Source: an optimization exercise on an open RTL-to-GDS flow (aim: small area). Production flows keep margins and buffers that such runs may drop.
The RTL was checked by simulation tests, not by an equivalence proof against the original design.
Power and IR drop assume default switching activity.

<file path="design/flow/constraint.sdc">
create_clock -name core_clock -period 80.0 [get_ports {clk}]
set_input_delay 16.0000 -clock core_clock [delete_from_list [all_inputs] [get_ports {clk}]]
set_output_delay 16.0000 -clock core_clock [all_outputs]
set_load 0.01 [all_outputs]
</file>
<file path="design/flow/design.v">
`timescale 1ns / 1ps
module bop_it(
	input clk,
	input rst,
	input [7:0] sw,
	input [4:0] btns,
	output [7:0] leds,
	output [6:0] ssd_digit,
	output [3:0] ssd_select
	);
localparam S_INIT = 3'd0, S_IDLE = 3'd1, S_LVL = 3'd2, S_LOSE = 3'd3,
           S_RNG = 3'd4, S_CHK = 3'd5, S_DLVL = 3'd6, S_WIN = 3'd7;
localparam D_BLANK = 3'd0, D_LET = 3'd1, D_LUL = 3'd2, D_DASH = 3'd4, D_SCORE = 3'd5;
reg [5:0] e;
reg [2:0] state;
reg [7:0] cnt;
reg [2:0] dm;
reg [12:0] move;
reg [7:0] sw_prev;
reg [4:0] btn_press;
reg corr;
reg [2:0] pa;      
reg [3:0] pb;      
reg [31:0] R;
reg [32:0] ring;
wire tick = &e;
wire [1:0] idx = {e[5] ^ e[4], ~e[4]};
wire st_rng = (state == S_RNG);
wire st_chk = (state == S_CHK);
wire [6:0] ce;
assign ce[0] = 1'b1;
genvar gi;
generate for (gi = 1; gi < 7; gi = gi + 1) begin : g_ce
	assign ce[gi] = ce[gi-1] & e[gi-1];
end endgenerate
wire [5:0] e_inc = e ^ ce[5:0];
wire [8:0] cc;
assign cc[0] = tick;
generate for (gi = 1; gi < 9; gi = gi + 1) begin : g_cc
	assign cc[gi] = cc[gi-1] & cnt[gi-1];
end endgenerate
wire [7:0] cnt_inc = cnt ^ cc[7:0];
reg [2:0] lvr;
always @(*) begin
	case (pa)
	3'd0: lvr = {2'b00, pb[3]};
	3'd1: lvr = (pb[3] | (pb[2] & pb[1])) ? 3'd2 : 3'd1;
	3'd2: lvr = (pb[3] | pb[2]) ? 3'd3 : 3'd2;
	3'd3: lvr = (pb[3] | pb[2] | pb[1]) ? 3'd4 : 3'd3;
	3'd4: lvr = pb[3] ? 3'd6 : 3'd5;
	3'd5: lvr = (pb[3] | (pb[2] & pb[1])) ? 3'd7 : 3'd6;
	default: lvr = 3'd7;
	endcase
end
wire l7 = pb[0] & (pa[0] ^ pb[1]) & (pa[1] ^ pb[2] ^ (pa[0] & pb[1]));
wire is64 = pa[2] & pa[1] & pb[2];
wire newgame = st_rng & dm[2];
wire ng = ~newgame;
wire m9 = ng & (lvr == 3'd2 || lvr == 3'd3 || lvr == 3'd4);
wire m13 = ng & (lvr[2] & (lvr[1] | lvr[0]));
wire n2 = ng & (lvr != 3'd0);
wire n3 = ng & (lvr[2] | (lvr[1] & lvr[0]));
wire n4 = ng & (lvr[2] & lvr[1]);
wire g3 = lvr[2] & ~lvr[1];
wire g2 = lvr[2] & lvr[1];
wire [7:0] bar = {&lvr, lvr[2] & lvr[1], lvr[2] & (lvr[1] | lvr[0]), lvr[2],
                  lvr[2] | (lvr[1] & lvr[0]), lvr[2] | lvr[1], |lvr, 1'b1};
wire en = st_rng & ~cnt[5] & (dm != D_LUL);
wire fb = R[31] ^ R[21] ^ R[1] ^ R[0];
wire [16:0] cr;
assign cr[0] = 1'b1;
generate for (gi = 1; gi < 17; gi = gi + 1) begin : g_cr
	assign cr[gi] = cr[gi-1] & R[gi-1];
end endgenerate
wire [15:0] r_inc = (R[15:0] ^ cr[15:0]) | {15'd0, cr[16]};
wire seeding = ~state[2] & ~state[1] & (~state[0] | (dm == D_DASH));
wire sample = en ? R[1] : R[0];
wire [3:0] acc = btn_press[3:0];
wire [4:0] h2 = {acc, ring[32]};
wire [4:0] hm = {1'b0, m9 | m13, ~m9, 1'b0, 1'b1};    
wire [5:0] hd = {1'b0, h2} - {1'b0, hm};
wire [3:0] hn = hd[5] ? h2[3:0] : hd[3:0];
wire c32 = cnt[5] & ~cnt[2] & ~cnt[1] & ~cnt[0];
wire c33 = cnt[5] & ~cnt[1] & cnt[0];
wire hwin = st_rng & ((c32 & e[5]) | (c33 & ~e[5])) & ~e[0];
wire cap = st_rng & ((c32 & (e == 6'd63) & n4) |
                     (c33 & ((e == 6'd31) | (e == 6'd23 & n2) | (e == 6'd15 & n3))));
wire fin = g2 ? &cnt[4:0] : g3 ? (cnt[5] & cnt[3] & cnt[2] & cnt[1]) : &cnt[5:1];
wire half = g2 ? (~cnt[4] & (&cnt[3:0])) :
            g3 ? (~cnt[5] & cnt[4] & ~cnt[3] & (&cnt[2:0])) : (~cnt[5] & (&cnt[4:0]));
wire bwin = ~fin | (g2 ? ~(e[5] | e[4]) : g3 ? ~(e[5] & e[4] & e[3]) : ~e[5]);
wire c0 = ~|cnt;
wire c200 = cnt[7] & cnt[6] & cnt[3];
wire ctog = (cnt == 8'd30) | (cnt == 8'd60) | (cnt == 8'd90) |
            (cnt == 8'd120) | (cnt == 8'd150) | (cnt == 8'd180);
always @(posedge clk) begin
	e <= rst ? 6'd63 : e_inc;
	if (rst)
		R[15:0] <= 16'd1;
	else
		R[15:0] <= seeding ? r_inc : {R[14:0], en ? fb : R[31]};
	R[31:16] <= {R[30:16], R[15] & ~seeding};
	ring <= {ring[31:0], (tick & st_rng & ~cnt[5]) ? sample : ring[32]};
	if (cap) move <= move | (13'd1 << acc);
	if (hwin) btn_press[3:0] <= hn;
	else if (tick & st_rng & ~c32) btn_press <= 5'd0;
	else if (st_chk & bwin)
		btn_press <= btn_press | btns;
	corr <= (sw == sw_prev) && (btn_press == move[4:0]);
	if (tick & ~st_chk)
		sw_prev <= sw ^ {move[12] & st_rng, move[11:5]};
	cnt <= (tick & (~state[2] | (st_rng & cnt[5] & cnt[2]) | (st_chk & fin) |
	                 (state == S_DLVL & c200))) ? 8'd0 : cnt_inc;
	if (rst) begin
		state <= S_INIT;
		dm <= D_BLANK;
	end else if (tick) begin
		case (state)
		S_INIT: begin
			state <= S_IDLE;
			dm <= D_DASH;
			move[12:5] <= 8'd0;
		end
		S_IDLE: begin
			if (sw[7] != sw_prev[7])
				state <= S_RNG;
			move[12:5] <= 8'd0;
		end
		S_RNG: begin
			if (&cnt[4:0])
				move <= 13'd0;
			if (c33) begin
				dm <= D_BLANK;
				if (newgame) begin
					pa <= 3'd0;
					pb <= 4'd0;
				end
			end
			if (cnt[5] & cnt[1] & cnt[0])
				dm <= D_LET;
			if (cnt[5] & cnt[2]) begin
				state <= S_CHK;
			end
		end
		S_CHK: begin
			if (fin) begin
				if (corr) begin
					if (pb[3] & pb[0]) begin
						pb <= 4'd0;
						pa <= {pa[2] ^ (pa[1] & pa[0]), pa[1] ^ pa[0], ~pa[0]};
					end else
						pb <= {pb[3] ^ (pb[2] & pb[1] & pb[0]), pb[2] ^ (pb[1] & pb[0]), pb[1] ^ pb[0], ~pb[0]};
					state <= l7 ? S_LVL : S_RNG;
				end else
					state <= S_LOSE;
			end else begin
				if (half) begin
					dm <= D_BLANK;
					move[12:5] <= 8'd0;
				end
			end
		end
		S_LVL: begin
			if (is64) begin
				state <= S_WIN;
				move[12:5] <= 8'hFF;
			end else
				state <= S_DLVL;
		end
		S_DLVL: begin
			if (c0)
				dm <= D_LUL;
			if (c200)
				state <= S_RNG;
		end
		S_LOSE: begin
			dm <= D_SCORE;
			state <= S_IDLE;
		end
		S_WIN: begin
			dm <= D_SCORE;
			if (ctog)
				move[12:5] <= ~move[12:5];
			else if (c200)
				state <= S_IDLE;
		end
		endcase
	end
end
wire ovr = (state == S_DLVL) | (state == S_INIT) | (st_rng & (~cnt[5] | ~(cnt[2] | cnt[1])));
assign leds = ovr ? ((dm == D_LUL) ? bar : 8'd0) : move[12:5];
function [6:0] dseg(input [3:0] d);
	reg A, B, C, D;
	begin
		{A, B, C, D} = d;
		dseg[0] = A | C | (B & D) | (~B & ~D);
		dseg[1] = ~B | (~C & ~D) | (C & D);
		dseg[2] = B | ~C | D;
		dseg[3] = A | (~B & ~D) | (~B & C) | (C & ~D) | (B & ~C & D);
		dseg[4] = (~B & ~D) | (C & ~D);
		dseg[5] = A | (~C & ~D) | (B & ~C) | (B & ~D);
		dseg[6] = A | (~B & C) | (B & ~C) | (C & ~D);
	end
endfunction
localparam [6:0] G_R = 7'b1010000, G_D = 7'b1011110, G_L = 7'b0111000,
                 G_U = 7'b0011100, G_C = 7'b1011000, G_DASH = 7'b1000000;
wire [1:0] lk = ~idx;
wire [1:0] lc2 = {move[0] & move[1], move[0] ^ move[1]};
wire [1:0] lc3 = {lc2[1] | (lc2[0] & move[2]), lc2[0] ^ move[2]};
wire [1:0] lc4 = {lc3[1] ^ (lc3[0] & move[3]), lc3[0] ^ move[3]};
wire sC = move[0] & (lk == 2'd0);
wire sU = move[1] & (lk == {1'b0, move[0]});
wire sL = move[2] & (lk == lc2);
wire sD = move[3] & (lk == lc3);
wire sR = move[4] & (lk == lc4);
wire [6:0] let_seg = {sC | sD | sR, sL, sC | sU | sL | sD | sR, sC | sU | sL | sD, sU | sD, sD, 1'b0};
wire lul = (dm == D_LUL);
reg [3:0] lvp;
always @(*) begin
	case (pa)
	3'd0: lvp = pb[3] ? 4'd2 : 4'd1;
	3'd1: lvp = (pb[3] | (pb[2] & pb[1])) ? 4'd3 : 4'd2;
	3'd2: lvp = (pb[3] | pb[2]) ? 4'd4 : 4'd3;
	3'd3: lvp = (pb[3] | pb[2] | pb[1]) ? 4'd5 : 4'd4;
	3'd4: lvp = pb[3] ? 4'd7 : 4'd6;
	3'd5: lvp = (pb[3] | (pb[2] & pb[1])) ? 4'd8 : 4'd7;
	default: lvp = 4'd8;
	endcase
end
wire [3:0] dval = lul ? lvp : idx[0] ? {1'b0, pa} : pb;
wire [6:0] dsg = dseg(dval);
reg [6:0] seg;
always @(*) begin
	case (dm)
	D_LET: seg = let_seg;
	D_LUL: seg = (idx == 2'd0) ? dsg : (idx == 2'd2) ? G_U : G_L;
	D_DASH: seg = G_DASH;
	D_SCORE: seg = idx[1] ? 7'd0 : dsg;
	default: seg = 7'd0;
	endcase
end
assign ssd_digit = ~seg;
assign ssd_select = ~(4'b0001 << idx);
endmodule
</file>
<file path="design/flow/config.mk">
export PLATFORM = sky130hd
export DESIGN_NAME = bop_it
export DESIGN_NICKNAME = bop_it
export VERILOG_FILES = /design/flow/design.v
export SDC_FILE = /design/flow/constraint.sdc
export NUM_CORES = 4
export LEC_CHECK = 0
export ABC_AREA = 1
export CAP_MARGIN = 20
export CORE_MARGIN = 2
export CORE_UTILIZATION = 40
export SLEW_MARGIN = 20
</file>
<file path="design/flow/standard.sh">
#!/bin/bash
# synth_recipe.tcl (not shown) runs the flow's synth.tcl, then flattens the netlist and writes it again
# the make line also repeats each setting of config.mk as NAME=value (left out here)
make -C /OpenROAD-flow-scripts/flow DESIGN_CONFIG=/design/flow/config.mk WORK_HOME=/design/flow/orfs CLKGATE_MAP_FILE= SYNTH_SCRIPT=/design/flow/synth_recipe.tcl "${@:-finish}"
</file>
<file path="design/flow/flow/run.sh">
#!/bin/bash
# The standard ORFS layout (standard.sh), with four changes that only affect area:
#  * no ADDER_MAP_FILE, so Yosys does not turn XOR/AND pairs into half-adder
#    cells ahead of ABC and ABC maps all the combinational logic;
#  * ABC restructures the combinational logic with &deepsyn and maps it for
#    area only (no buffering or upsizing; the clock period is 80 ns), from a
#    copy of ORFS's scripts folder;
#  * port buffers are sky130_fd_sc_hd__buf_1;
#  * CTS uses clkbuf_4 buffers and no dummy loads.
# Registers are untouched: synthesis is synth_recipe.tcl / ORFS synth.tcl up to
# the same dfflibmap; only the adder step and the ABC script differ.
set -euo pipefail
cp -r "$FLOW_HOME/scripts" ./scripts_area
printf 'strash\n&get -n\n&st\n&deepsyn -T 30\n&put\ndch -f\namap\ntopo\nstime -c\n' > ./scripts_area/abc_area.script
export BUFFER_PORTS_ARGS="-buffer_cell sky130_fd_sc_hd__buf_1"
export CTS_ARGS="-sink_clustering_enable -repair_clock_nets -buf_list sky130_fd_sc_hd__clkbuf_4 -root_buf sky130_fd_sc_hd__clkbuf_4 -dont_use_dummy_load"
bash standard.sh SCRIPTS_DIR="$PWD/scripts_area" ADDER_MAP_FILE= finish > standard.log 2>&1
</file>
==> impl_metrics.env, run 1 <==
export IMPL_ys_ff_latch=119
export IMPL_wire_per_inst_um=15.3
export IMPL_dieArea_mm2=0.0135
export IMPL_htree_num_levels=4
export IMPL_synth_common_cells="nor2_1 (145), dfxtp_1 (99), clkinv_1 (83)"
export IMPL_grt_max_degree=23
export IMPL_yosysMostFrequentCell="nor2_1"
export IMPL_r2r_end="move[8]"
export IMPL_crit_type="reg -> out"
export IMPL_cts_path_max_buffers=2
export IMPL_dpl_cell_count=828
export IMPL_outcome="complete, no violations"
export IMPL_slew_headroom_pct=30.1
export IMPL_finClkSkew_ns=0.0306
export IMPL_rr_startpoint="e[0]"
export IMPL_rsz0062_at_grt="no"
export IMPL_max_freq_mhz=50.8
export IMPL_avgSynthCellArea_um2=8.04
export IMPL_fin_cells=845
export IMPL_fin_hold_ws_ns=0.311
export IMPL_max_cap_violations=0
export IMPL_drc=0
export IMPL_cp_max_fo=6
export IMPL_global_route_usage_met3_pct=6.64
export IMPL_tritoncts="yes"
export IMPL_worst_hold_path_endpoint="ring[10]"
export IMPL_worstSetupPathDepth=11
export IMPL_holdBufCountCts=0
export IMPL_core_area_mm2=0.0122
export IMPL_worstPathArrival_ns=3.68
export IMPL_grt_total_usage_pct=20.3
export IMPL_fin_area_mm2=0.00550
export IMPL_synth_cell_area_mm2=0.00503
export IMPL_tightest_slew_ns=1.04
export IMPL_ys_flop_type="dfxtp_1"
export IMPL_met2_usage_pct=31.9
export IMPL_slowest_stage="nor3_1"
export IMPL_finalSetupTns_ns=0
export IMPL_holdCritStartpoint="ring[9]"
export IMPL_crit_path_end_kind="primary output"
export IMPL_dr_pass1_iters=6
export IMPL_cts_root_buf="clkbuf_4"
export IMPL_cts_sinks=119
export IMPL_clk_latency_ns=0.52
export IMPL_syn_inst=625
export IMPL_drt_initial_drc_count=338
export IMPL_io_buffers=33
export IMPL_cts_resized=0
export IMPL_ys_seq_area_share_pct=51.4
export IMPL_yosysWarnings=1
export IMPL_min_path_cells=0
export IMPL_powerDensity_mw_per_mm2=20.2
export IMPL_cts_buffers=17
export IMPL_num_vias=4604
export IMPL_crit_chain="clkinv_1, nor2_1, nor3_1, nor2_1, nor3_1, nor3_1, o21ai_0, o221a_1, a31oi_1, a2111oi_0, buf_1"
export IMPL_diodes=0
export IMPL_io_pins=34
export IMPL_crit_top_cell="nor3_1"
export IMPL_async_flop_share_pct=0
export IMPL_synth_edff_count=20
export IMPL_routed_via_density=5.45
export IMPL_slowest_delay_ns=0.56
export IMPL_min_period_ns=19.68
export IMPL_drv_slew=0
export IMPL_cpLargestDelayFamily="simple AND/OR/NAND/NOR gates"
export IMPL_r2r_slack_ns=76.04
export IMPL_hold_viol_final=0
export IMPL_grt_busiest_layer="met2"
export IMPL_initial_core_util_pct=41.3
export IMPL_dp_hpwl_mm=9.84
export IMPL_grt_ovfl_total=0
export IMPL_antenna_found_initial=0
export IMPL_crit_buf_inv=2
export IMPL_yosysTopAreaCell="dfxtp_1"
export IMPL_die_h_um=116
export IMPL_fin_crit_sh_pct=24.6
export IMPL_setup_viol=0
export IMPL_worstPathRequired_ns=64.00
export IMPL_p_leak_uw=0.00183
export IMPL_grt_pass1_vias=4339
export IMPL_routed_wl_mm=12.9
export IMPL_num_rows=40
export IMPL_post_cts_setup_buffers=0
export IMPL_n_fill_cell=1252
export IMPL_nets=694
export IMPL_ant_nets=0
export IMPL_start_kind="flop"
export IMPL_grt_pass1_wl_mm=21.1
export IMPL_irDropWorstVdd_v=0.0000124
export IMPL_placed_cell_area_mm2=0.00538
export IMPL_use_met1_pct=26.0
export IMPL_ys_types=39
export IMPL_cts_clk_slew_worst_paths_ns=0.10
export IMPL_place_congestion=0.938
export IMPL_drive_gt1_share_pct=2.81
export IMPL_syn_num_nets=640
export IMPL_syn_to_final_growth_pct=9.48
export IMPL_reg2reg_depth=16
export IMPL_hold_path_class="reg -> reg"
export IMPL_synth_top_area_share_pct=39.4
export IMPL_dieWidth_um=116
export IMPL_synthTopCellsByArea="dfxtp_1 (39%), edfxtp_1 (12%), nor2_1 (11%)"
## report_power, final
group          leakage, uW  switching [uW]  internal, uW
Clock            0.0000782            17.8          9.68
Combinational     0.000766            12.7          5.70
Sequential        0.000987            2.14          63.2
Total              0.00183            32.7          78.6
## worst max path at each step
stage / endpoint / from
after global routing: ssd_digit[6] / pa[1]
after CTS: ssd_digit[6] / pa[1]
after detailed placement: ssd_digit[2] / pa[1]
final: ssd_digit[6] / pa[1]
after floorplan: ssd_digit[6] / pa[1]
after global placement: ssd_digit[6] / pa[1]
## through the flow
step	utilization, %	total power [uW]	setup slack [ns]
floorplan	-	78.8	61.49
global placement	44.2	84.4	61.19
detailed placement	44.2	84.8	61.03
CTS	45.2	112	60.42
global route	45.2	118	59.94
finish	45.2	111	60.32
## cells by family after synthesis
kind of cell              share of synthesized area (%)
xor gates and xnor gates                          0.174
and+or+nand+nor                                    21.2
DFF                                                51.4
AOI/OAI and AO/OA                                  21.1
buffers and inverters                              6.20
## cell type report
type                            instances  area, um^2  share of cell area (%)
Sequential cell                       119        2580                    46.9
Multi-Input combinational cell        423        2130                    38.7
Inverter                               83         312                    5.66
Tap cell                              168         210                    3.82
Timing Repair Buffer                   35         139                    2.52
Clock buffer                           17         128                    2.32
## flip-flops by register name, summed over array words and instances (netlist names)
register and flops:
e 6, sw_prev 8, btn_press 5, cnt 8, state 3, dm 3, pa 3, corr 1
R 32, ring 33, move 13, pb 4
## metal layers
layer,share of wire (%),vias to the layer above
met4,2.6,0
met2,43,198
met5,0,-
li1,-,2290
met3,8.6,33
met1,46,2083
## placed cells by master (no fill, tap or decap), types with 3 or more instances in the layout
cell | netlist | final
a31oi_1 | 5 | 5
buf_1 | 0 | 33
a22oi_1 | 3 | 3
or2_0 | 4 | 4
edfxtp_1 | 20 | 20
a221oi_1 | 3 | 3
o21a_1 | 9 | 9
clkbuf_4 | 0 | 17
a211oi_1 | 13 | 13
nor3_1 | 33 | 33
a2111oi_0 | 4 | 4
o211ai_1 | 3 | 3
nor2b_1 | 5 | 5
o221ai_1 | 6 | 6
or3_1 | 3 | 3
nor2_1 | 145 | 145
nand2_1 | 47 | 47
o22ai_1 | 24 | 24
dfxtp_1 | 99 | 99
o21ai_0 | 45 | 44
o32ai_1 | 3 | 3
a21oi_1 | 37 | 37
clkinv_1 | 83 | 83
nand3_1 | 5 | 5
or4_1 | 3 | 3
nor4_1 | 3 | 3
==> inputs of run 2 (changes only) <==
--- a/design/flow/design.v
+++ b/design/flow/design.v
@@ -22,7 +22,7 @@
 reg [2:0] pa;      
 reg [3:0] pb;      
 reg [31:0] R;
-reg [32:0] ring;
+reg [20:0] ring;
 wire tick = &e;
 wire [1:0] idx = {e[5] ^ e[4], ~e[4]};
 wire st_rng = (state == S_RNG);
@@ -76,15 +76,22 @@
 wire seeding = ~state[2] & ~state[1] & (~state[0] | (dm == D_DASH));
 wire sample = en ? R[1] : R[0];
 wire [3:0] acc = btn_press[3:0];
-wire [4:0] h2 = {acc, ring[32]};
-wire [4:0] hm = {1'b0, m9 | m13, ~m9, 1'b0, 1'b1};    
-wire [5:0] hd = {1'b0, h2} - {1'b0, hm};
-wire [3:0] hn = hd[5] ? h2[3:0] : hd[3:0];
+wire [3:0] hm1 = {m9 | m13, ~m9, 1'b0, 1'b0};    
+wire [2:0] ht = {m9 | m13, ~m9, 1'b1};           
 wire c32 = cnt[5] & ~cnt[2] & ~cnt[1] & ~cnt[0];
 wire c33 = cnt[5] & ~cnt[1] & cnt[0];
-wire hwin = st_rng & ((c32 & e[5]) | (c33 & ~e[5])) & ~e[0];
-wire cap = st_rng & ((c32 & (e == 6'd63) & n4) |
-                     (c33 & ((e == 6'd31) | (e == 6'd23 & n2) | (e == 6'd15 & n3))));
+wire play1 = st_rng & c32;
+wire fwd = tick & st_rng & ~cnt[5];
+wire hz = play1 & ~e[5] & e[4];
+wire hund = play1 & e[5] & ~e[4];
+wire hb = fwd ? sample : hund ? ~ring[0] : (~e[3] & e[2] & ~e[1] & ~e[0]);
+wire [3:0] hx = (fwd & ~cnt[4] & ~cnt[3] & ~cnt[2] & ~cnt[1] & ~cnt[0]) ? 4'd0 : acc;
+wire [3:0] hinc = (hx == hm1) ? 4'd0 : {hx[3] ^ (hx[2] & hx[1] & hx[0]), hx[2] ^ (hx[1] & hx[0]), hx[1] ^ hx[0], ~hx[0]};
+wire [3:0] hpre = hb ? hinc : hx;
+wire [3:0] hn = {1'b0, hpre[3:1]} + (hpre[0] ? {1'b0, ht} : 4'd0);
+wire hop = fwd | hz | hund;
+wire [3:0] accm1 = (acc == 4'd0) ? hm1 : acc - 4'd1;
+wire cap = play1 & ((e == 6'd32) | (e == 6'd36 & n2) | (e == 6'd40 & n3) | (e == 6'd48 & n4));
 wire fin = g2 ? &cnt[4:0] : g3 ? (cnt[5] & cnt[3] & cnt[2] & cnt[1]) : &cnt[5:1];
 wire half = g2 ? (~cnt[4] & (&cnt[3:0])) :
             g3 ? (~cnt[5] & cnt[4] & ~cnt[3] & (&cnt[2:0])) : (~cnt[5] & (&cnt[4:0]));
@@ -100,10 +107,10 @@
 	else
 		R[15:0] <= seeding ? r_inc : {R[14:0], en ? fb : R[31]};
 	R[31:16] <= {R[30:16], R[15] & ~seeding};
-	ring <= {ring[31:0], (tick & st_rng & ~cnt[5]) ? sample : ring[32]};
-	if (cap) move <= move | (13'd1 << acc);
-	if (hwin) btn_press[3:0] <= hn;
-	else if (tick & st_rng & ~c32) btn_press <= 5'd0;
+	ring <= {ring[19:0], (tick & st_rng & ~cnt[5] & ~cnt[4]) ? sample : ring[20]};
+	if (cap) move <= move | (13'd1 << accm1);
+	if (hop) btn_press[3:0] <= hn;
+	else if (tick & st_rng & cnt[5] & cnt[2]) btn_press <= 5'd0;
 	else if (st_chk & bwin)
 		btn_press <= btn_press | btns;
 	corr <= (sw == sw_prev) && (btn_press == move[4:0]);
--- a/design/flow/flow/run.sh
+++ b/design/flow/flow/run.sh
@@ -13,5 +13,5 @@
 cp -r "$FLOW_HOME/scripts" ./scripts_area
 printf 'strash\n&get -n\n&st\n&deepsyn -T 30\n&put\ndch -f\namap\ntopo\nstime -c\n' > ./scripts_area/abc_area.script
 export BUFFER_PORTS_ARGS="-buffer_cell sky130_fd_sc_hd__buf_1"
-export CTS_ARGS="-sink_clustering_enable -repair_clock_nets -buf_list sky130_fd_sc_hd__clkbuf_4 -root_buf sky130_fd_sc_hd__clkbuf_4 -dont_use_dummy_load"
+export CTS_ARGS="-sink_clustering_enable -repair_clock_nets -buf_list sky130_fd_sc_hd__clkbuf_8 -root_buf sky130_fd_sc_hd__clkbuf_8 -dont_use_dummy_load"
 bash standard.sh SCRIPTS_DIR="$PWD/scripts_area" ADDER_MAP_FILE= finish > standard.log 2>&1
==> run 2 against run 1 <==
Net effect:
- first-iteration DRC count rose by 14%
- clock skew down 0.013 ns
- global-route usage about the same
- combinational power increased by 59%
- total power rose by 7.8%
- design area down 2.6%
- non-clock buffer count unchanged
- die area is 2.2% lower
- wire length is 0.77% higher
- fmax is essentially flat
- synthesized cell count increased by 0.32%
- area after synthesis is 2.2% lower
- critical endpoint is now ssd_digit[0]
- highest routed layer unchanged
==> impl_metrics.env, run 2 <==
export IMPL_outcome="complete, no violations"
export IMPL_yosysTopAreaCell="dfxtp_1"
export IMPL_slew_headroom_pct=33.4
export IMPL_crit_type="reg -> out"
export IMPL_placed_cell_area_mm2=0.00524
export IMPL_rsz0062_at_grt="no"
export IMPL_core_area_mm2=0.0120
export IMPL_cts_sinks=107
export IMPL_cts_path_max_buffers=2
export IMPL_place_congestion=1.01
export IMPL_finalSetupTns_ns=0
export IMPL_mostFrequentLayoutCells="nor2_1 (132), dfxtp_1 (87), clkinv_1 (85), o21ai_0 (56), nand2_1 (48)"
export IMPL_layout_commonest_cell="nor2_1"
export IMPL_tritoncts="yes"
export IMPL_r2r_slack_ns=75.80
export IMPL_num_vias=4683
export IMPL_ys_seq_area_share_pct=47.7
export IMPL_num_rows=40
export IMPL_routed_via_density=5.72
export IMPL_yosysWarnings=1
export IMPL_min_period_ns=19.69
export IMPL_die_h_um=115
export IMPL_synth_top_area_share_pct=35.4
export IMPL_nets=688
export IMPL_dr_pass1_iters=5
export IMPL_slowest_delay_ns=0.55
export IMPL_powerDensity_mw_per_mm2=22.4
export IMPL_dp_hpwl_mm=9.96
export IMPL_wire_per_inst_um=15.9
export IMPL_cp_max_fo=7
export IMPL_finClkSkew_ns=0.0177
export IMPL_grt_max_degree=18
export IMPL_io_pins=34
export IMPL_drc=0
export IMPL_hold_viol_final=0
export IMPL_cts_buffers=9
export IMPL_holdBufCountCts=0
export IMPL_grt_ovfl_total=0
export IMPL_max_freq_mhz=50.8
export IMPL_antenna_found_initial=0
export IMPL_crit_path_end_kind="primary output"
export IMPL_setup_viol=0
export IMPL_largest_register_ffs=32
export IMPL_drive_gt1_share_pct=1.64
export IMPL_diodes=0
export IMPL_multi_input_comb_area_mm2=0.00225
export IMPL_crit_top_cell="nor2_1"
export IMPL_dieArea_mm2=0.0132
export IMPL_grt_total_usage_pct=20.3
export IMPL_n_fill_cell=1258
export IMPL_fin_area_mm2=0.00536
export IMPL_avgSynthCellArea_um2=7.84
export IMPL_tightest_slew_ns=0.991
export IMPL_clk_latency_ns=0.39
export IMPL_routed_wl_mm=13.0
export IMPL_fin_hold_ws_ns=0.330
export IMPL_async_flop_share_pct=0
export IMPL_syn_inst=627
export IMPL_total_power_uw=120
export IMPL_worstPathArrival_ns=3.69
export IMPL_synthTopCellsByArea="dfxtp_1 (35%), edfxtp_1 (12%), nor2_1 (10%)"
export IMPL_hold_path_class="reg -> reg"
export IMPL_syn_num_nets=642
export IMPL_ys_types=40
export IMPL_p_leak_uw=0.00175
export IMPL_irDropWorstVdd_v=0.0000131
export IMPL_grt_pass1_wl_mm=20.9
export IMPL_cts_root_buf="clkbuf_8"
export IMPL_start_kind="flop"
export IMPL_syn_to_final_growth_pct=9.09
export IMPL_synth_cell_area_mm2=0.00491
export IMPL_synth_edff_count=20
export IMPL_cts_clk_slew_worst_paths_ns=0.10
export IMPL_initial_core_util_pct=40.9
export IMPL_crit_buf_inv=3
export IMPL_cts_resized=0
export IMPL_htree_num_levels=3
export IMPL_ant_nets=0
export IMPL_post_cts_setup_buffers=0
export IMPL_drt_initial_drc_count=387
export IMPL_cpLargestDelayFamily="compound AO/OA/AOI/OAI gates"
export IMPL_fin_crit_sh_pct=24.6
export IMPL_slowest_stage="a211oi_1"
export IMPL_dieWidth_um=115
export IMPL_yosysMostFrequentCell="nor2_1"
export IMPL_ys_flop_type="dfxtp_1"
export IMPL_max_cap_violations=0
export IMPL_regArea_mm2=0.00234
export IMPL_synth_common_cells="nor2_1 (132), dfxtp_1 (87), clkinv_1 (85)"
export IMPL_io_buffers=33
export IMPL_ys_ff_latch=107
export IMPL_top_regs="R: 32 flops, ring: 21 flops, move: 13 flops"
export IMPL_crit_chain="clkinv_1, nor2_1, nor2_1, a21oi_1, clkinv_1, a31oi_1, and3_1, nor4_1, a211oi_1, nor2_1, o22ai_1, nor2_1, nand2_1, o31ai_1, or2_0, buf_1"
export IMPL_top_register="R"
export IMPL_drv_slew=0
export IMPL_grt_pass1_vias=4236
export IMPL_worstPathRequired_ns=64.00
[run 2: cell type report]
type                    count  area share, %
repair buffers             35           2.59
well taps                 147           3.43
inverters                  85           5.95
flip-flops and latches    107           43.7
clock buffers               9           2.31
multi-input cells         435           42.0
[run 2: worst reg2reg max path, stage by stage (launching register included)]
cell      delay, ns
edfxtp_1       0.40
clkinv_1       0.22
nand2_1        0.16
nand2_1        0.11
o21ai_0        0.27
nor2_1         0.15
nor2_1         0.19
clkinv_1       0.21
nor2_1         0.41
clkinv_1       0.12
o221a_1        0.29
o21ai_0        0.29
o21ai_0        0.18
a21oi_1        0.17
o21ai_0        0.13
nor2_1         0.16
nor2b_1        0.07
or2_0          0.22
nand3_1        0.10
o31ai_1        0.08
[run 2: cell families (layout without fill, tap and decap cells)]
kind of cell	count (synthesis)	in the layout	share of synthesized area, %
buf+inv	85	129	6.49
flops	107	107	47.7
simple gates	249	249	21.7
compound gates	186	186	24.1
[run 2: metrics by stage]
| step | instances | util (%) | worst slack (ns) |
|---|---|---|---|
| 3_5_place_dp | 809 | 43.6 | 60.80 |
| 6_report | 818 | 44.6 | 60.31 |
| 2_1_floorplan | 627 | - | 61.39 |
| 5_1_grt | 818 | 44.6 | 59.93 |
| 3_3_place_gp | 809 | 43.6 | 60.98 |
| 4_1_cts | 818 | 44.6 | 60.35 |
[run 2: final timing paths]
path / startpoint / end / cells past startpoint
worst max-delay path: pa[0] / ssd_digit[0] / 16
worst max register to register: pb[3] / btn_press[3] / 19
worst min-delay path: ring[15] / ring[16] / 0
worst min register to register: ring[15] / ring[16] / 0
[run 2: power by group]
group | switching [uW] | total, uW | internal, uW
logic | 19.6 | 29.2 | 9.56
registers | 4.98 | 64.6 | 59.6
clock network | 16.2 | 26.3 | 10.1
[run 2: routing by layer]
metal  up-vias  global-route usage [%]  part of all wire [%]
met5         -                       0                     0
met1      2194                    27.5                    49
li1       2341                       -                     -
met4         0                    9.00                   2.8
met2       121                    31.0                    44
met3        27                    4.96                   4.9
==> inputs of run 3 (changes only) <==
--- a/design/flow/flow/run.sh
+++ b/design/flow/flow/run.sh
@@ -6,7 +6,7 @@
 #    area only (no buffering or upsizing; the clock period is 80 ns), from a
 #    copy of ORFS's scripts folder;
 #  * port buffers are sky130_fd_sc_hd__buf_1;
-#  * CTS uses clkbuf_4 buffers and no dummy loads.
+#  * CTS uses clkbuf_8 buffers and no dummy loads.
 # Registers are untouched: synthesis is synth_recipe.tcl / ORFS synth.tcl up to
 # the same dfflibmap; only the adder step and the ABC script differ.
 set -euo pipefail
==> run 3 against run 2 <==
Net effect:
- die area unchanged
- worst setup slack is the same
- still clean on timing, DRC and antenna
- sequential power about the same
- design area unchanged
==> impl_metrics.env, run 3 <==
export IMPL_routed_via_density=5.72
export IMPL_num_vias=4683
export IMPL_async_flop_share_pct=0
export IMPL_drc=0
export IMPL_drv_slew=0
export IMPL_yosysMostFrequentCell="nor2_1"
export IMPL_top_register="R"
export IMPL_cts_clk_slew_worst_paths_ns=0.10
export IMPL_max_freq_mhz=50.8
export IMPL_synth_compound_area_share_pct=24.1
export IMPL_p_switching_uw=40.7
export IMPL_place_congestion=1.01
export IMPL_worstPathRequired_ns=64.00
export IMPL_synthMuxAreaShare_pct=0
export IMPL_ys_flop_type="dfxtp_1"
export IMPL_synth_xor_area_share_pct=0
export IMPL_yosysTopAreaCell="dfxtp_1"
export IMPL_antenna_found_initial=0
export IMPL_setup_viol=0
export IMPL_cp_max_fo=7
export IMPL_num_rows=40
export IMPL_core_area_mm2=0.0120
export IMPL_syn_num_nets=642
export IMPL_grt_pass1_vias=4236
export IMPL_rsz0062_at_grt="no"
export IMPL_crit_type="reg -> out"
export IMPL_outcome="complete, no violations"
export IMPL_dr_pass1_iters=5
export IMPL_dieArea_mm2=0.0132
export IMPL_ys_types=40
export IMPL_syn_inst=627
export IMPL_max_cap_violations=0
export IMPL_p_seq_share_pct=53.8
export IMPL_tritoncts="yes"
export IMPL_initial_core_util_pct=40.9
export IMPL_placed_cell_area_mm2=0.00524
export IMPL_worstPathArrival_ns=3.69
export IMPL_crit_path_end_kind="primary output"
export IMPL_dieWidth_um=115
export IMPL_nets=688
export IMPL_cts_root_buf="clkbuf_8"
export IMPL_synth_top_area_share_pct=35.4
export IMPL_setup_ws_ns=60.31
export IMPL_diodes=0
export IMPL_ant_nets=0
export IMPL_internal_power_uw=79.3
export IMPL_fin_crit_sh_pct=24.6
export IMPL_io_pins=34
export IMPL_start_kind="flop"
export IMPL_die_h_um=115
export IMPL_wire_per_inst_um=15.9
export IMPL_htree_num_levels=3
export IMPL_p_leak_uw=0.00175
export IMPL_top_regs="R: 32 flops, ring: 21 flops, move: 13 flops"
export IMPL_cts_buffers=9
export IMPL_post_place_ws_ns=60.80
export IMPL_hold_viol_final=0
export IMPL_grt_max_degree=18
export IMPL_syn_to_final_growth_pct=9.09
export IMPL_drive_gt1_share_pct=1.64
export IMPL_avgSynthCellArea_um2=7.84
export IMPL_powerDensity_mw_per_mm2=22.4
export IMPL_grt_total_usage_pct=20.3
export IMPL_cts_sinks=107
export IMPL_fin_area_mm2=0.00536
export IMPL_ys_seq_area_share_pct=47.7
export IMPL_min_period_ns=19.69
export IMPL_yosys_area_share_simple_pct=21.7
export IMPL_layout_commonest_cell="nor2_1"
export IMPL_irDropWorstVdd_v=0.0000131
export IMPL_slew_headroom_pct=33.4
export IMPL_mostFrequentLayoutCells="nor2_1 (132), dfxtp_1 (87), clkinv_1 (85), o21ai_0 (56), nand2_1 (48)"
export IMPL_clk_latency_ns=0.39
export IMPL_grt_pass1_wl_mm=20.9
export IMPL_synth_fa_ha_area_share_pct=0
export IMPL_drt_initial_drc_count=387
export IMPL_holdBufCountCts=0
export IMPL_yosysWarnings=1
export IMPL_largest_register_ffs=32
export IMPL_cts_resized=0
export IMPL_dp_hpwl_mm=9.96
export IMPL_routed_wl_mm=13.0
export IMPL_synth_edff_count=20
export IMPL_p_clk_share_pct=21.9
export IMPL_grt_ovfl_total=0
export IMPL_finClkSkew_ns=0.0177
export IMPL_hold_path_class="reg -> reg"
export IMPL_synth_common_cells="nor2_1 (132), dfxtp_1 (87), clkinv_1 (85)"
export IMPL_io_buffers=33
export IMPL_synth_top_family_by_area="compound AO/OA/AOI/OAI gates"
export IMPL_cts_path_max_buffers=2
export IMPL_tightest_slew_ns=0.991
export IMPL_post_cts_setup_buffers=0
export IMPL_ys_ff_latch=107
export IMPL_finalSetupTns_ns=0
export IMPL_synthTopCellsByArea="dfxtp_1 (35%), edfxtp_1 (12%), nor2_1 (10%)"
export IMPL_n_fill_cell=1258
export IMPL_comb_power_share_pct=24.3
export IMPL_synth_cell_area_mm2=0.00491
export IMPL_switching_share_pct=33.9
run 3: metal layers:
metal	track usage (%)	vias up	wire length [um]	share of wire (%)
li1	-	2341	-	-
met1	27.5	2194	6330	49
met2	31.0	121	5700	44
met3	4.96	27	644	4.9
met4	9.00	0	371	2.8
met5	0	-	0	0
run 3: worst paths after layout:
kind | start | end | slack, ns | depth (start not counted)
hold / removal | ring[15] | ring[16] | 0.33 | 0
hold reg to reg | ring[15] | ring[16] | 0.33 | 0
setup reg to reg | pb[3] | btn_press[3] | 75.80 | 19
setup / recovery | pa[0] | ssd_digit[0] | 60.31 | 16
run 3: final cells by class:
class	instances	area, um^2	area share, %
flip-flops and latches	107	2340	43.7
clock buffers	9	124	2.31
inverters	85	319	5.95
multi-input cells	435	2250	42.0
repair buffers	35	139	2.59
well taps	147	184	3.43
run 3: metrics by stage:
| stage | std cells | util (%) | power, uW | hold WS, ns |
|---|---|---|---|---|
| floorplan | 627 | - | 84.9 | 0.310 |
| global placement | 809 | 43.6 | 93.6 | 0.312 |
| detailed placement | 809 | 43.6 | 94.3 | 0.312 |
| CTS | 818 | 44.6 | 121 | 0.332 |
| global route | 818 | 44.6 | 127 | 0.339 |
| finish | 818 | 44.6 | 120 | 0.330 |
run 3: worst max-delay path, stage by stage (launching register included):
cell	delay [ns]
edfxtp_1	0.48
clkinv_1	0.17
nor2_1	0.20
nor2_1	0.08
a21oi_1	0.21
clkinv_1	0.19
a31oi_1	0.23
and3_1	0.23
nor4_1	0.07
a211oi_1	0.55
nor2_1	0.11
o22ai_1	0.18
nor2_1	0.09
nand2_1	0.10
o31ai_1	0.08
or2_0	0.20
buf_1	0.13
run 3: power by group through the flow:
stage	sequential, uW	combinational [uW]	clock [uW]
after floorplan	64.2	20.7	0
after global placement	65.6	28.0	0
after detailed placement	65.7	28.6	0
after CTS	64.4	28.7	27.4
after global routing	65.1	32.6	29.5
final	64.6	29.2	26.3
run 3: logic make-up (layout without fill, tap and decap cells):
family                 after synthesis  count (layout)
AOI/OAI and AO/OA                  186             186
buffers and inverters               85             129
DFF                                107             107
and+or+nand+nor                    249             249
==> inputs of run 4 (changes only) <==
--- a/design/flow/config.mk
+++ b/design/flow/config.mk
@@ -9,4 +9,5 @@
 export CAP_MARGIN = 20
 export CORE_MARGIN = 2
 export CORE_UTILIZATION = 40
+export GPL_TIMING_DRIVEN = 0
 export SLEW_MARGIN = 20
==> run 4 against run 3 <==
Net effect:
- still clean on timing, DRC and antenna
- clock skew increased by 0.013 ns
- fmax decreased by 1.3%
- register-to-register slack improved by 0.03 ns
- wire length decreased by 2.3%
- die area unchanged
- clock power about the same
- critical path type unchanged
- largest cell class unchanged
- largest power group unchanged
- highest routed layer unchanged
==> impl_metrics.env, run 4 <==
export IMPL_ys_ff_latch=107
export IMPL_fin_cells=817
export IMPL_largest_register_ffs=32
export IMPL_reg2reg_depth=17
export IMPL_ys_seq_area_share_pct=47.7
export IMPL_drt_initial_drc_count=382
export IMPL_dr_pass1_iters=5
export IMPL_dp_hpwl_mm=9.79
export IMPL_grt_total_usage_pct=20.4
export IMPL_syn_to_final_growth_pct=8.94
export IMPL_nets=687
export IMPL_grt_pass1_wl_mm=21.1
export IMPL_comb_power_share_pct=24.1
export IMPL_io_buffers=33
export IMPL_hold_viol_final=0
export IMPL_finalSetupTns_ns=0
export IMPL_rsz0062_at_grt="no"
export IMPL_post_cts_setup_buffers=0
export IMPL_total_power_uw=119
export IMPL_r2r_end="btn_press[3]"
export IMPL_core_area_mm2=0.0120
export IMPL_start_kind="flop"
export IMPL_dpl_cell_count=808
export IMPL_yosysTopAreaCell="dfxtp_1"
export IMPL_die_h_um=115
export IMPL_cts_sinks=107
export IMPL_max_freq_mhz=50.1
export IMPL_place_congestion=1.01
export IMPL_crit_type="reg -> out"
export IMPL_htree_num_levels=3
export IMPL_setup_ws_ns=60.05
export IMPL_ys_flop_type="dfxtp_1"
export IMPL_mostFrequentLayoutCells="nor2_1 (132), dfxtp_1 (87), clkinv_1 (85), o21ai_0 (55), nand2_1 (48)"
export IMPL_slew_headroom_pct=34.4
export IMPL_r2r_slack_ns=75.83
export IMPL_endpoint="ssd_digit[0]"
export IMPL_drc=0
export IMPL_fin_crit_sh_pct=24.9
export IMPL_async_flop_share_pct=0
export IMPL_grt_pass1_vias=4201
export IMPL_min_period_ns=19.95
export IMPL_outcome="complete, no violations"
export IMPL_routed_via_density=5.69
export IMPL_ant_nets=0
export IMPL_crit_path_start="pa[0]"
export IMPL_worstPathRequired_ns=64.00
export IMPL_rr_startpoint="e[4]"
export IMPL_yosysMostFrequentCell="nor2_1"
export IMPL_wire_per_inst_um=15.6
export IMPL_num_rows=40
export IMPL_clk_latency_ns=0.38
export IMPL_syn_num_nets=642
export IMPL_top_regs="R: 32 flops, ring: 21 flops, move: 13 flops"
export IMPL_crit_path_end_kind="primary output"
export IMPL_n_fill_cell=1221
export IMPL_num_vias=4650
export IMPL_antenna_found_initial=0
export IMPL_internal_power_uw=79.3
export IMPL_cts_buffers=9
export IMPL_drive_gt1_share_pct=1.49
export IMPL_cts_root_buf="clkbuf_8"
export IMPL_cts_resized=0
export IMPL_fin_hold_ws_ns=0.318
export IMPL_post_place_ws_ns=60.45
export IMPL_dieArea_mm2=0.0132
export IMPL_synth_top_area_share_pct=35.4
export IMPL_syn_inst=627
export IMPL_diodes=0
export IMPL_p_seq_share_pct=54.1
export IMPL_cp_max_fo=7
export IMPL_tightest_slew_ns=0.977
export IMPL_hold_path_class="reg -> reg"
export IMPL_switching_share_pct=33.6
export IMPL_setup_viol=0
export IMPL_cts_path_max_buffers=2
export IMPL_synth_cell_area_mm2=0.00491
export IMPL_worstPathArrival_ns=3.95
export IMPL_top_register="R"
export IMPL_drv_slew=0
export IMPL_initial_core_util_pct=40.9
export IMPL_finClkSkew_ns=0.0306
export IMPL_p_leak_uw=0.00174
export IMPL_routed_wl_mm=12.8
export IMPL_p_switching_uw=40.1
export IMPL_synth_edff_count=20
export IMPL_avgSynthCellArea_um2=7.84
export IMPL_yosysWarnings=1
export IMPL_cts_clk_slew_worst_paths_ns=0.11
export IMPL_grt_ovfl_total=0
export IMPL_max_cap_violations=0
export IMPL_min_path_cells=0
export IMPL_ys_types=40
export IMPL_synth_common_cells="nor2_1 (132), dfxtp_1 (87), clkinv_1 (85)"
export IMPL_tritoncts="yes"
export IMPL_dieWidth_um=115
export IMPL_irDropWorstVdd_v=0.0000102
export IMPL_synthTopCellsByArea="dfxtp_1 (35%), edfxtp_1 (12%), nor2_1 (10%)"
export IMPL_powerDensity_mw_per_mm2=22.3
export IMPL_holdBufCountCts=0
export IMPL_grt_max_degree=21
export IMPL_io_pins=34
export IMPL_layout_commonest_cell="nor2_1"
export IMPL_p_clk_share_pct=21.8
[run 4: cell types whose count changed in the layout (fill, tap and decap cells not counted)]
cell and delta:
o21ai_0 -1, buf_4 -1, o21ai_1 +1
[run 4: metrics by stage]
step	utilization [%]	area, um^2
finish	44.6	5350
global route	44.6	5350
floorplan	-	4910
CTS	44.6	5350
global placement	43.5	5220
detailed placement	43.5	5230
[run 4: how the worst min path moves through the flow]
stage / startpoint / slack (ns) / to
5_1_grt: ring[18] / 0.32 / ring[19]
2_1_floorplan: R[16] / 0.31 / R[17]
6_report: R[19] / 0.32 / R[20]
3_5_place_dp: R[20] / 0.31 / R[21]
4_1_cts: ring[18] / 0.32 / ring[19]
3_3_place_gp: ring[19] / 0.31 / ring[20]
[run 4: layout make-up]
cell class,instances,area (um^2),share of cell area (%)
clock buffer,9,124,2.31
inverter,85,319,5.96
multi-input combinational,435,2250,42.1
sequential,107,2340,43.8
tap,147,184,3.44
timing repair buffer,34,131,2.45
[run 4: kinds of logic (layout without fill, tap and decap cells)]
group | count (synthesis) | after routing | synth area share (%)
buffers and inverters | 85 | 128 | 6.49
AO/OA/AOI/OAI | 186 | 186 | 24.1
AND/OR/NAND/NOR | 249 | 249 | 21.7
flip-flops | 107 | 107 | 47.7
[run 4: power groups by stage]
stage	Sequential (uW)	Combinational, uW	Clock [uW]
2_1_floorplan	64.2	20.7	0
3_3_place_gp	65.6	27.7	0
3_5_place_dp	65.8	28.4	0
4_1_cts	64.5	28.5	27.0
5_1_grt	65.3	32.9	29.4
6_report	64.6	28.8	26.0
[run 4: metal layers]
layer | share of wire, % | global-route usage [%] | up-vias
met3 | 6.9 | 4.06 | 26
met5 | 0 | 0 | -
li1 | - | - | 2330
met4 | 2.4 | 8.84 | 0
met2 | 44 | 31.6 | 155
met1 | 47 | 27.7 | 2139
[run 4: critical path, cell delays in order, from the launching register on]
cell      delay (ns)
edfxtp_1        0.48
clkinv_1        0.17
nor2_1          0.21
nor2_1          0.09
a21oi_1         0.30
clkinv_1        0.28
a31oi_1         0.28
and3_1          0.28
nor4_1          0.08
a211oi_1        0.52
nor2_1          0.12
o22ai_1         0.21
nor2_1          0.08
nand2_1         0.09
o31ai_1         0.08
or2_0           0.20
buf_1           0.13

-- static timing again, ports no longer ideal --
No port has a modelled driver above. Below, the same layouts with a new extraction and two added sets of constraints. Step 1: set_driving_cell puts a clkbuf_16 on clk and a buf_2 on each other input, an assumption about the parent block. Step 2 adds t to the input delays and takes it off the output delays; t is the mean of the earliest and latest rising clock arrival at the registers after step 1. Input paths then give back, and output paths get back, about the clock's delay inside the block. a / b / c = ideal / step 1 / step 2; a / b = the first two.
run	t (ns)	setup slack, ns	worst hold slack (ns)	latest minus earliest clock arrival (ns)
run 1	0.538	60.316 / 60.283 / 60.821	0.311 / 0.311 / 0.311	0.030 / 0.030
run 2	0.413	60.312 / 60.276 / 60.690	0.330 / 0.330 / 0.330	0.018 / 0.019
run 3	0.413	60.312 / 60.276 / 60.690	0.330 / 0.330 / 0.330	0.018 / 0.019
run 4	0.402	60.047 / 60.010 / 60.413	0.318 / 0.318 / 0.318	0.031 / 0.031
After both steps every run listed still meets setup and hold.
